From an optimization exercise on the open Yosys and OpenROAD flow, aimed at small area; shortcuts taken in it are not production practice. At most, simulation tests tie the RTL to the original design; equivalence was not proved. No activity file was given, so power comes from the tool's default toggle rates.

==> inputs of v12 <==
==> flow/design.v (excerpt) <==
module uart(
    input           rst_n,
    input           clk,
    input   [7:0]   AB,
    input   [7:0]   DB_i,
    output  [7:0]   DB_o,
    output          DB_oe,
    input           RxD_i,
    output          RxD_o,
    output          RxD_oe,
    input           rd,
    input           wr,
    output  wire    TxD,
    output  wire    Intuart     
    );
    wire            RxD;
    wire    [7:0]   din;
    wire    [7:0]   douttimer;
    wire    [7:0]   doutbuf;
    wire    [7:0]   doutcon;
    wire    [7:0]   dout;
    wire            TC;         
    wire            rb8;        
    wire    [1:0]   SM;        
    wire            SM2;
    wire            uart_select;
    wire            REN;
    wire            TEN;
    wire            tb8;
    wire            TI;
    wire            RxDo;       
    wire            set_rb8;
    wire            RI;
    wire            T7;
    wire            SCON_RI;
    wire            ENRxD;      
    assign  RxD_o = RxDo;
    assign  RxD_oe = ENRxD;
    assign  RxD = ENRxD ? RxDo : RxD_i;
    assign  din = DB_i;
    assign  dout = douttimer | doutbuf | doutcon;
    assign  DB_o = dout;
    assign  DB_oe = !rd && uart_select;
    assign  uart_select = (AB[7:4] == 4'b1001) & (   
                          (AB[3:0] == 4'b0110) |     
                          (AB[3:0] == 4'b0111) |              
                          (AB[3:0] == 4'b1000) |     
                          (AB[3:0] == 4'b1001)        
                        );
    baud_counter counter(
        .rst_n      (rst_n       ),
        .clk        (clk        ),
        .din        (din        ),
        .dout       (douttimer  ),
        .AB         (AB         ),
        .rd_n       (rd         ),
        .wr_n       (wr         ),
        .TEN        (TEN        ),
        .REN        (REN        ),
        .SM         (SM         ),
        .TC         (TC         )
    );
    fsm fsm1(
        .rst_n      (rst_n       ),
        .clk        (clk        ),
        .AB         (AB         ),
  ...
Settings: LEC_CHECK=0, CAP_MARGIN=20, CORE_MARGIN=2, CORE_UTILIZATION=40, SLEW_MARGIN=20; clock period 5.0 ns.
run.sh (not shown) runs the stock make flow with config.mk's settings and CLKGATE_MAP_FILE= SYNTH_SCRIPT=/design/flow/synth_recipe.tcl, a recipe that flattens the netlist after the stock synthesis.
==> inputs of v1, as changes to v12 <==
--- a/flow/config.mk
+++ b/flow/config.mk
@@ -6,6 +6,7 @@
 export NUM_CORES = 4
 export LEC_CHECK = 0
+export ABC_AREA = 1
 export CAP_MARGIN = 20
 export CORE_MARGIN = 2
-export CORE_UTILIZATION = 40
+export CORE_UTILIZATION = 70
 export SLEW_MARGIN = 20
==> qor summary <==
metric                                                                   v12                            v1
Outcome                                     no timing/DRC/antenna violations  no timing/DRC/antenna violations
Non-clock inverters                                                       13                            59
WHS                                                                 0.462 ns                      0.462 ns
Combinational power share                                              16.6%                          5.4%
Total power divided by cell area                                 332 nW/um^2                   270 nW/um^2
Drt total wl                                                        10300 um                      11000 um
Placement Rows                                                            38                            29
Post-detailed-route via-to-cell ratio                                   5.52                          5.85
Clock buf/inv share                                                    3.66%                         4.14%
Multi-input gate share of the layout cell area                         43.0%                         41.8%
DIE WIDTH                                                             110 um                       85.1 um
Terminating pin of the worst hold path          receive1.Rshift[3]$_DFFE_PP_  receive1.Rshift[4]$_DFFE_PP_
Core occupancy in the finished layout                                  47.4%                         81.8%
Via count                                                               3359                          4140
Fmax                                                                 229 MHz                       233 MHz
Mux contribution to synthesized area                                   12.0%                            0%
Largest stage delay on the critical path                             0.57 ns                       0.56 ns
Average wire per cell in the routed design                           16.9 um                       15.6 um

==> raven: inputs <==
==> flow/design.v <==
module uart(
    input           rst_n,
    input           clk,
    input   [7:0]   AB,
    input   [7:0]   DB_i,
    output  [7:0]   DB_o,
    output          DB_oe,
    input           RxD_i,
    output          RxD_o,
    output          RxD_oe,
    input           rd,
    input           wr,
    output          TxD,
    output          Intuart
    );
    localparam [3:0] S_IDLE  = 4'b0000,
                     S_START = 4'b0001,
                     S_CRC   = 4'b0010,
                     S_STOP  = 4'b0100,
                     S_D0    = 4'b1000;
    reg  [7:0]  thB, tlB;        
    reg  [15:0] cnt;             
    reg  [7:0]  SCON;
    reg  [7:0]  TBUF;
    reg  [7:0]  RBUF;
    reg  [7:0]  Rshift;
    reg         TEN;
    reg  [3:0]  ts;              
    reg  [3:0]  tb;              
    reg         TI;
    reg         Rvalid;
    reg  [3:0]  rs;              
    reg  [3:0]  rb;              
    reg  [2:0]  dc;              
    reg         RI;
    wire        sel   = AB[7:4] == 4'b1001;
    wire        we    = !wr && sel;
    wire        we_tl = we && AB[3:0] == 4'b0110;
    wire        we_th = we && AB[3:0] == 4'b0111;
    wire        we_sb = we && AB[3:0] == 4'b1000;
    wire        we_sc = we && AB[3:0] == 4'b1001;
    wire [1:0]  SM   = SCON[7:6];
    wire        SM0  = SM == 2'b00;
    wire        SM2  = SCON[5];
    wire        REN  = SCON[4];
    wire        TB8  = SCON[3];
    wire        SRI  = SCON[0];
    wire        TC     = &cnt;
    wire        EN     = TEN || REN;
    wire [15:0] reload = SM0 ? 16'hFFFA : {thB, tlB};
    always @(posedge clk)
        if (!rst_n) begin
            thB <= 8'b0;
            tlB <= 8'b0;
        end else begin
            if (we_th) thB <= DB_i;
            if (we_tl) tlB <= DB_i;
        end
    always @(posedge clk)
        if (!EN || TC) cnt <= reload;
        else           cnt <= cnt + 1'b1;
    wire        t_idle  = ts == S_IDLE;
    wire        t_data  = ts[3];
    wire        t_start = !ts[3] && ts[0];
    wire        t_crc   = !ts[3] && ts[1];
    wire        t_stop  = !ts[3] && ts[2];
    wire        t_dend  = ts == 4'b1111;
    wire        Tbaud   = tb == 4'd15 && TC;
    wire        T7      = tb == 4'd7  && TC;
    wire        T8      = tb == 4'd8  && TC;
    reg  [3:0]  ts_next;
    always @(*) begin
        ts_next = S_IDLE;
        if (t_data) begin
            if (!t_dend)       ts_next = ts + 1'b1;
            else if (SM0)      ts_next = S_IDLE;
            else if (!SM[1])   ts_next = S_STOP;
            else               ts_next = S_CRC;
        end else if (t_idle) begin
            if (!TEN)          ts_next = S_IDLE;
            else if (!SM0)     ts_next = S_START;
            else if (REN && SRI) ts_next = S_IDLE;
            else               ts_next = S_D0;
        end else if (t_start)
            ts_next = S_D0;
        else if (t_crc)
            ts_next = S_STOP;
    end
    always @(posedge clk)
        if (!rst_n)
            ts <= S_IDLE;
        else if (Tbaud)
            ts <= ts_next;
    always @(posedge clk)
        if (!rst_n)
            TEN <= 1'b0;
        else if (we_sb || (SM0 && REN))
            TEN <= 1'b1;
        else if (Tbaud && (t_stop || (t_dend && SM0)))
            TEN <= 1'b0;
    always @(posedge clk)
        if (!rst_n)
            TBUF <= 8'b0;
        else if (t_data) begin
            if (SM0 ? T8 : Tbaud)
                TBUF <= TBUF >> 1;
        end else if (we_sb)
            TBUF <= DB_i;
    always @(posedge clk)
        if (!TEN)    tb <= 4'd0;
        else if (TC) tb <= tb + 1'b1;
    always @(posedge clk)
        if (SM == 2'b10)      TI <= t_crc && Tbaud;
        else if (SM0 && REN)  TI <= 1'b0;
        else                  TI <= t_dend && Tbaud;
    assign TxD = t_data ? (SM0 ? tb[3] : TBUF[0]) :
                 t_crc  ? TB8 :
                 !t_start;
    wire        r_idle  = rs == S_IDLE;
    wire        r_data  = rs[3];
    wire        r_start = !rs[3] && rs[0];
    wire        r_crc   = !rs[3] && rs[1];
    wire        r_stop  = !rs[3] && rs[2];
    wire        r_dend  = rs == 4'b1111;
    wire        Rbaud   = SM0 ? T7 : (rb == 4'd15 && TC);
    wire        R789    = (rb == 4'd7 || rb == 4'd8 || rb == 4'd9) && TC;
    wire        Rxdin   = (dc[0] & dc[1]) | (dc[0] & dc[2]) | (dc[1] & dc[2]);
    wire        judge   = (Rxdin || !SM2) && !SRI;
    reg  [3:0]  rs_next;
    always @(*) begin
        rs_next = S_IDLE;
        if (r_data) begin
            if (!r_dend)       rs_next = rs + 1'b1;
            else if (!SM[1])   rs_next = S_STOP;
            else               rs_next = S_CRC;
        end else if (r_idle) begin
            if (!REN)          rs_next = S_IDLE;
            else if (SM0)      rs_next = SRI ? S_IDLE : S_D0;
            else               rs_next = Rvalid ? S_START : S_IDLE;
        end else if (r_start)
            rs_next = Rxdin ? S_IDLE : S_D0;
        else if (r_crc)
            rs_next = judge ? S_STOP : S_IDLE;
    end
    always @(posedge clk)
        if (!rst_n)
            rs <= S_IDLE;
        else if (Rbaud)
            rs <= rs_next;
    always @(posedge clk)
        if (!rst_n)
            Rvalid <= 1'b0;
        else if (SM0)
            Rvalid <= REN;
        else if (r_idle) begin
            if (REN) Rvalid <= !RxD_i;
        end else if (r_start) begin
            if (Rbaud) Rvalid <= !Rxdin;
        end else if (r_crc || (r_stop && SM == 2'b01)) begin
            if (Rbaud) Rvalid <= judge;
        end
    always @(posedge clk)
        if (!REN || !Rvalid) rb <= 4'b1111;
        else if (TC)         rb <= rb + 1'b1;
    always @(posedge clk)
        if (!REN)      dc <= 3'b111;
        else if (R789) dc <= {dc[1:0], RxD_i};
    always @(posedge clk)
        if (r_data && Rbaud)
            Rshift <= {Rxdin, Rshift[7:1]};
    always @(posedge clk)
        if (!rst_n)
            RBUF <= 8'b0;
        else if (r_stop && Rbaud && (SM != 2'b01 || judge))
            RBUF <= Rshift;
    always @(posedge clk)
        RI <= r_stop && Rbaud;
    always @(posedge clk)
        if (!rst_n)
            SCON <= 8'b0;
        else if (we_sc)
            SCON <= DB_i;
        else begin
            if (TI) SCON[1] <= 1'b1;
            if (RI) SCON[0] <= 1'b1;
            if (r_crc && judge && Rbaud) SCON[2] <= Rxdin;
        end
    assign DB_oe   = !rd && sel && (AB[3:1] == 3'b011 || AB[3:1] == 3'b100);
    assign DB_o    = AB[3] ? (AB[0] ? SCON : RBUF) : (AB[0] ? thB : tlB);
    assign Intuart = SCON[1] || SCON[0];
    assign RxD_oe  = !REN && TEN && SM0;
    assign RxD_o   = TBUF[0];
endmodule
==> flow/flow/run.sh <==
#!/bin/bash
# Layout flow: the standard flow (standard.sh) with
#  - synthesis: adders left to abc, and abc given an area-oriented script (flow/area.abc);
#    registers are mapped exactly as in the standard synthesis
#  - minimum-size buffers on the ports
#  - clock tree without dummy loads, larger sink clusters
# make's output goes to flow_make.log; each tool's log is under orfs/logs.
set -euo pipefail
W=$(pwd)
export MY_ABC_SCRIPT=$W/flow/area.abc
bash standard.sh SYNTH_SCRIPT=$W/flow/synth.tcl ADDER_MAP_FILE= \
  "BUFFER_PORTS_ARGS=-buffer_cell sky130_fd_sc_hd__buf_1" \
  "CTS_ARGS=-sink_clustering_enable -repair_clock_nets -dont_use_dummy_load -sink_clustering_size 30 -buf_list sky130_fd_sc_hd__clkbuf_8" \
  finish > $W/flow_make.log 2>&1
==> flow/flow/area.abc <==
strash
dc2
dch
amap
topo
==> flow/flow/synth.tcl <==
# The standard synthesis script, with abc given the area-oriented script in MY_ABC_SCRIPT
proc synth {args} { yosys synth -nofsm -noshare {*}$args }
proc abc {args} {
  set i [lsearch -exact $args -script]
  if { $i >= 0 && [info exists ::env(MY_ABC_SCRIPT)] } {
    lset args [expr { $i + 1 }] $::env(MY_ABC_SCRIPT)
  }
  yosys abc {*}$args
}
source $::env(SCRIPTS_DIR)/synth.tcl
# left out here: clear keep_hierarchy, flatten, clean up, hide names made inside functions, write 1_2_yosys.v
==> flow/standard.sh <==
#!/bin/bash
# synth_recipe.tcl (not shown) runs the flow's synth.tcl, then flattens the netlist and writes it again
# the make line also repeats each setting of config.mk as NAME=value (left out here)
make -C /OpenROAD-flow-scripts/flow DESIGN_CONFIG=/design/flow/config.mk WORK_HOME=/design/flow/orfs CLKGATE_MAP_FILE= SYNTH_SCRIPT=/design/flow/synth_recipe.tcl "${@:-finish}"
==> flow/config.mk <==
export PLATFORM = sky130hd
export DESIGN_NAME = uart
export DESIGN_NICKNAME = uart
export VERILOG_FILES = /design/flow/design.v
export SDC_FILE = /design/flow/constraint.sdc
export NUM_CORES = 4
export LEC_CHECK = 0
export CAP_MARGIN = 20
export CORE_MARGIN = 2
export CORE_UTILIZATION = 80
export GPL_TIMING_DRIVEN = 0
export PLACE_DENSITY = 0.9
export SLEW_MARGIN = 20
==> flow/constraint.sdc <==
create_clock -name core_clock -period 5.0 [get_ports {clk}]
set_input_delay 1.0000 -clock core_clock [delete_from_list [all_inputs] [get_ports {clk}]]
set_output_delay 1.0000 -clock core_clock [all_outputs]
set_load 0.01 [all_outputs]
==> ember (differences from raven) <==
--- a/flow/design.v
+++ b/flow/design.v
@@ -15,7 +15,7 @@
     );
     localparam [3:0] S_IDLE  = 4'b0000,
                      S_START = 4'b0001,
-                     S_CRC   = 4'b0010,
+                     S_CRC   = 4'b0011,
                      S_STOP  = 4'b0100,
                      S_D0    = 4'b1000;
     reg  [7:0]  thB, tlB;        
@@ -61,9 +61,8 @@
         else           cnt <= cnt + 1'b1;
     wire        t_idle  = ts == S_IDLE;
     wire        t_data  = ts[3];
-    wire        t_start = !ts[3] && ts[0];
-    wire        t_crc   = !ts[3] && ts[1];
-    wire        t_stop  = !ts[3] && ts[2];
+    wire        t_crc   = ts == S_CRC;
+    wire        t_stop  = ts == S_STOP;
     wire        t_dend  = ts == 4'b1111;
     wire        Tbaud   = tb == 4'd15 && TC;
     wire        T7      = tb == 4'd7  && TC;
@@ -81,7 +80,7 @@
             else if (!SM0)     ts_next = S_START;
             else if (REN && SRI) ts_next = S_IDLE;
             else               ts_next = S_D0;
-        end else if (t_start)
+        end else if (ts == S_START)
             ts_next = S_D0;
         else if (t_crc)
             ts_next = S_STOP;
@@ -96,7 +95,7 @@
             TEN <= 1'b0;
         else if (we_sb || (SM0 && REN))
             TEN <= 1'b1;
-        else if (Tbaud && (t_stop || (t_dend && SM0)))
+        else if (ts_next == S_IDLE && Tbaud)
             TEN <= 1'b0;
     always @(posedge clk)
         if (!rst_n)
@@ -115,12 +114,12 @@
         else                  TI <= t_dend && Tbaud;
     assign TxD = t_data ? (SM0 ? tb[3] : TBUF[0]) :
                  t_crc  ? TB8 :
-                 !t_start;
+                 (ts != S_START);
     wire        r_idle  = rs == S_IDLE;
     wire        r_data  = rs[3];
-    wire        r_start = !rs[3] && rs[0];
-    wire        r_crc   = !rs[3] && rs[1];
-    wire        r_stop  = !rs[3] && rs[2];
+    wire        r_start = rs == S_START;
+    wire        r_crc   = rs == S_CRC;
+    wire        r_stop  = rs == S_STOP;
     wire        r_dend  = rs == 4'b1111;
     wire        Rbaud   = SM0 ? T7 : (rb == 4'd15 && TC);
     wire        R789    = (rb == 4'd7 || rb == 4'd8 || rb == 4'd9) && TC;
==> flow/flow/run.sh (replaced) <==
#!/bin/bash
# Layout flow: the standard flow, with an area-oriented abc mapping in synthesis
# and minimum-size port buffers. Each tool's output is logged under orfs/logs; make's
# own output goes to flow_make.log.
set -euo pipefail
W=$(pwd)
export MY_ABC_SCRIPT=$W/flow/area.abc
bash standard.sh SYNTH_SCRIPT=$W/flow/synth.tcl \
  "BUFFER_PORTS_ARGS=-buffer_cell sky130_fd_sc_hd__buf_1" finish > $W/flow_make.log 2>&1
==> flow/flow/area.abc (replaced) <==
strash
dch
amap
topo
Settings changed: CORE_UTILIZATION 80 to 40, GPL_TIMING_DRIVEN 0 to unset, PLACE_DENSITY 0.9 to unset.
==> juniper (differences from raven) <==
--- a/flow/design.v
+++ b/flow/design.v
@@ -13,11 +13,11 @@
     output          TxD,
     output          Intuart
     );
-    localparam [3:0] S_IDLE  = 4'b0000,
-                     S_START = 4'b0001,
-                     S_CRC   = 4'b0010,
-                     S_STOP  = 4'b0100,
-                     S_D0    = 4'b1000;
+    localparam [1:0] S_IDLE  = 2'b00,
+                     S_START = 2'b01,
+                     S_CRC   = 2'b10,
+                     S_STOP  = 2'b11;
+    localparam [3:0] S_D0    = 4'b1000;
     reg  [7:0]  thB, tlB;        
     reg  [15:0] cnt;             
     reg  [7:0]  SCON;
@@ -27,12 +27,10 @@
     reg         TEN;
     reg  [3:0]  ts;              
     reg  [3:0]  tb;              
-    reg         TI;
     reg         Rvalid;
     reg  [3:0]  rs;              
     reg  [3:0]  rb;              
     reg  [2:0]  dc;              
-    reg         RI;
     wire        sel   = AB[7:4] == 4'b1001;
     wire        we    = !wr && sel;
     wire        we_tl = we && AB[3:0] == 4'b0110;
@@ -59,38 +57,41 @@
     always @(posedge clk)
         if (!EN || TC) cnt <= reload;
         else           cnt <= cnt + 1'b1;
-    wire        t_idle  = ts == S_IDLE;
     wire        t_data  = ts[3];
-    wire        t_start = !ts[3] && ts[0];
-    wire        t_crc   = !ts[3] && ts[1];
-    wire        t_stop  = !ts[3] && ts[2];
+    wire        t_idle  = !t_data && ts[1:0] == S_IDLE;
+    wire        t_start = !t_data && ts[1:0] == S_START;
+    wire        t_crc   = !t_data && ts[1:0] == S_CRC;
+    wire        t_stop  = !t_data && ts[1:0] == S_STOP;
+    wire        TI      = !t_data && ts[2];
     wire        t_dend  = ts == 4'b1111;
     wire        Tbaud   = tb == 4'd15 && TC;
     wire        T7      = tb == 4'd7  && TC;
     wire        T8      = tb == 4'd8  && TC;
     reg  [3:0]  ts_next;
     always @(*) begin
-        ts_next = S_IDLE;
+        ts_next = {2'b00, S_IDLE};
         if (t_data) begin
             if (!t_dend)       ts_next = ts + 1'b1;
-            else if (SM0)      ts_next = S_IDLE;
-            else if (!SM[1])   ts_next = S_STOP;
-            else               ts_next = S_CRC;
+            else if (SM0)      ts_next = {1'b0, !REN, S_IDLE};
+            else if (!SM[1])   ts_next = {2'b01, S_STOP};
+            else               ts_next = {1'b0, SM[0], S_CRC};
         end else if (t_idle) begin
-            if (!TEN)          ts_next = S_IDLE;
-            else if (!SM0)     ts_next = S_START;
-            else if (REN && SRI) ts_next = S_IDLE;
+            if (!TEN)          ts_next = {2'b00, S_IDLE};
+            else if (!SM0)     ts_next = {2'b00, S_START};
+            else if (REN && SRI) ts_next = {2'b00, S_IDLE};
             else               ts_next = S_D0;
         end else if (t_start)
             ts_next = S_D0;
         else if (t_crc)
-            ts_next = S_STOP;
+            ts_next = {1'b0, SM == 2'b10, S_STOP};
     end
     always @(posedge clk)
         if (!rst_n)
-            ts <= S_IDLE;
+            ts <= {2'b00, S_IDLE};
         else if (Tbaud)
             ts <= ts_next;
+        else
+            ts[2] <= ts[2] & ts[3];
     always @(posedge clk)
         if (!rst_n)
             TEN <= 1'b0;
@@ -109,18 +110,15 @@
     always @(posedge clk)
         if (!TEN)    tb <= 4'd0;
         else if (TC) tb <= tb + 1'b1;
-    always @(posedge clk)
-        if (SM == 2'b10)      TI <= t_crc && Tbaud;
-        else if (SM0 && REN)  TI <= 1'b0;
-        else                  TI <= t_dend && Tbaud;
     assign TxD = t_data ? (SM0 ? tb[3] : TBUF[0]) :
                  t_crc  ? TB8 :
                  !t_start;
-    wire        r_idle  = rs == S_IDLE;
     wire        r_data  = rs[3];
-    wire        r_start = !rs[3] && rs[0];
-    wire        r_crc   = !rs[3] && rs[1];
-    wire        r_stop  = !rs[3] && rs[2];
+    wire        r_idle  = !r_data && rs[1:0] == S_IDLE;
+    wire        r_start = !r_data && rs[1:0] == S_START;
+    wire        r_crc   = !r_data && rs[1:0] == S_CRC;
+    wire        r_stop  = !r_data && rs[1:0] == S_STOP;
+    wire        RI      = !r_data && rs[2];
     wire        r_dend  = rs == 4'b1111;
     wire        Rbaud   = SM0 ? T7 : (rb == 4'd15 && TC);
     wire        R789    = (rb == 4'd7 || rb == 4'd8 || rb == 4'd9) && TC;
@@ -128,25 +126,29 @@
     wire        judge   = (Rxdin || !SM2) && !SRI;
     reg  [3:0]  rs_next;
     always @(*) begin
-        rs_next = S_IDLE;
+        rs_next = {2'b00, S_IDLE};
         if (r_data) begin
             if (!r_dend)       rs_next = rs + 1'b1;
-            else if (!SM[1])   rs_next = S_STOP;
-            else               rs_next = S_CRC;
+            else if (!SM[1])   rs_next = {2'b00, S_STOP};
+            else               rs_next = {2'b00, S_CRC};
         end else if (r_idle) begin
-            if (!REN)          rs_next = S_IDLE;
-            else if (SM0)      rs_next = SRI ? S_IDLE : S_D0;
-            else               rs_next = Rvalid ? S_START : S_IDLE;
+            if (!REN)          rs_next = {2'b00, S_IDLE};
+            else if (SM0)      rs_next = SRI ? {2'b00, S_IDLE} : S_D0;
+            else               rs_next = Rvalid ? {2'b00, S_START} : {2'b00, S_IDLE};
         end else if (r_start)
-            rs_next = Rxdin ? S_IDLE : S_D0;
+            rs_next = Rxdin ? {2'b00, S_IDLE} : S_D0;
         else if (r_crc)
-            rs_next = judge ? S_STOP : S_IDLE;
+            rs_next = judge ? {2'b00, S_STOP} : {2'b00, S_IDLE};
+        else if (r_stop)
+            rs_next = {2'b01, S_IDLE};
     end
     always @(posedge clk)
         if (!rst_n)
-            rs <= S_IDLE;
+            rs <= {2'b00, S_IDLE};
         else if (Rbaud)
             rs <= rs_next;
+        else
+            rs[2] <= rs[2] & rs[3];
     always @(posedge clk)
         if (!rst_n)
             Rvalid <= 1'b0;
@@ -174,8 +176,6 @@
         else if (r_stop && Rbaud && (SM != 2'b01 || judge))
             RBUF <= Rshift;
     always @(posedge clk)
-        RI <= r_stop && Rbaud;
-    always @(posedge clk)
         if (!rst_n)
             SCON <= 8'b0;
         else if (we_sc)
Settings changed: CORE_UTILIZATION 80 to 65, PLACE_DENSITY 0.9 to unset.
==> impl.org <==
** Status
- The flow ran to the end and the layout has no timing, DRC or antenna violations.

** STA
- Static timing analysis puts the maximum clock frequency at 0.250 GHz.

** Setup path
- Reg-to-reg slack, setup :: between 1 and 1.5 ns

** Pwr
- Final Total Pwr :: between 1 and 1.5 mW

** Worst hold path
- The path with the worst hold slack has its endpoint at TBUF[6].

** Cells and area
- Of the cells placed in the final design, the portion with a size suffix greater than 1 is 4.75%.

** Synth
- Number of nets produced by synthesis :: around 480

** Floorplan
- From left edge to right edge, the die measures around 100 um.

** Global routing
- For this run, global-route usage on met3 was measured as about 4.9%.
The numbers above come from ember.

==> impl.org <==
** Status
- The run finished with no timing, DRC or antenna violations.

** Synth
- Number of nets produced by synthesis :: 433

** Worst hold path
- Destination of the worst hold path :: Rshift[6]

** Cells and area
- Layout cells sized above 1 :: 3.29%

** Pwr
- Final Total Pwr :: 1.11 mW

** Global routing
- Met3 Resource Use GR :: 6.44%

** STA
- Maximum operating frequency :: 0.221 GHz
The numbers above come from juniper.

==> impl.org <==
** Pwr
- Final Total Pwr :: 1.13 mW

** Cells and area
- Layout cells sized above 1 :: 2.59%

** Floorplan
- Horiz. Die Dim :: 71.7 um

** STA
- Maximum operating frequency :: 0.219 GHz

** Status
- The run finished with no timing, DRC or antenna violations.
The numbers above come from raven.

The RTL of ember was laid out without a check of its function.

## static timing again, ports no longer ideal
How much do the figures lean on ideal ports? The routed layouts below were timed once more, with nothing changed but the port constraints.
Step 1 assumes that a clkbuf_16 drives the clock port and a buf_2 every other input.
Step 2 times the ports against the registers' clock, not the clock port: input delays grow and output delays shrink by t, the midpoint of the rising clock arrivals with the driver on.
Three values: ideal ports, drivers, drivers and shift; two values: the first two.
run | shift t [ns] | slack for setup (ns) | worst setup path after step 2 | latest minus earliest clock arrival (ns) | worst slew at a driven data input, ns
v12 | 0.403 | 0.628 / 0.597 / 0.597 | input to output | 0.014 / 0.014 | 0.05
v1 | 0.400 | 0.701 / 0.674 / 0.674 | input to output | 0.010 / 0.011 | 0.03
raven | 0.386 | 0.431 / 0.431 / 0.431 | register to register | 0.016 / 0.017 | 0.04
ember | 0.395 | 1.002 / 0.980 / 0.980 | input to output | 0.011 / 0.011 | 0.05
juniper | 0.369 | 0.476 / 0.476 / 0.476 | register to register | 0.024 / 0.023 | 0.03
After both steps setup and hold are still met in every run listed. For v12, which loses most, drivers alone change the setup slack by -0.031 ns; drivers and shift together by -0.031 ns.
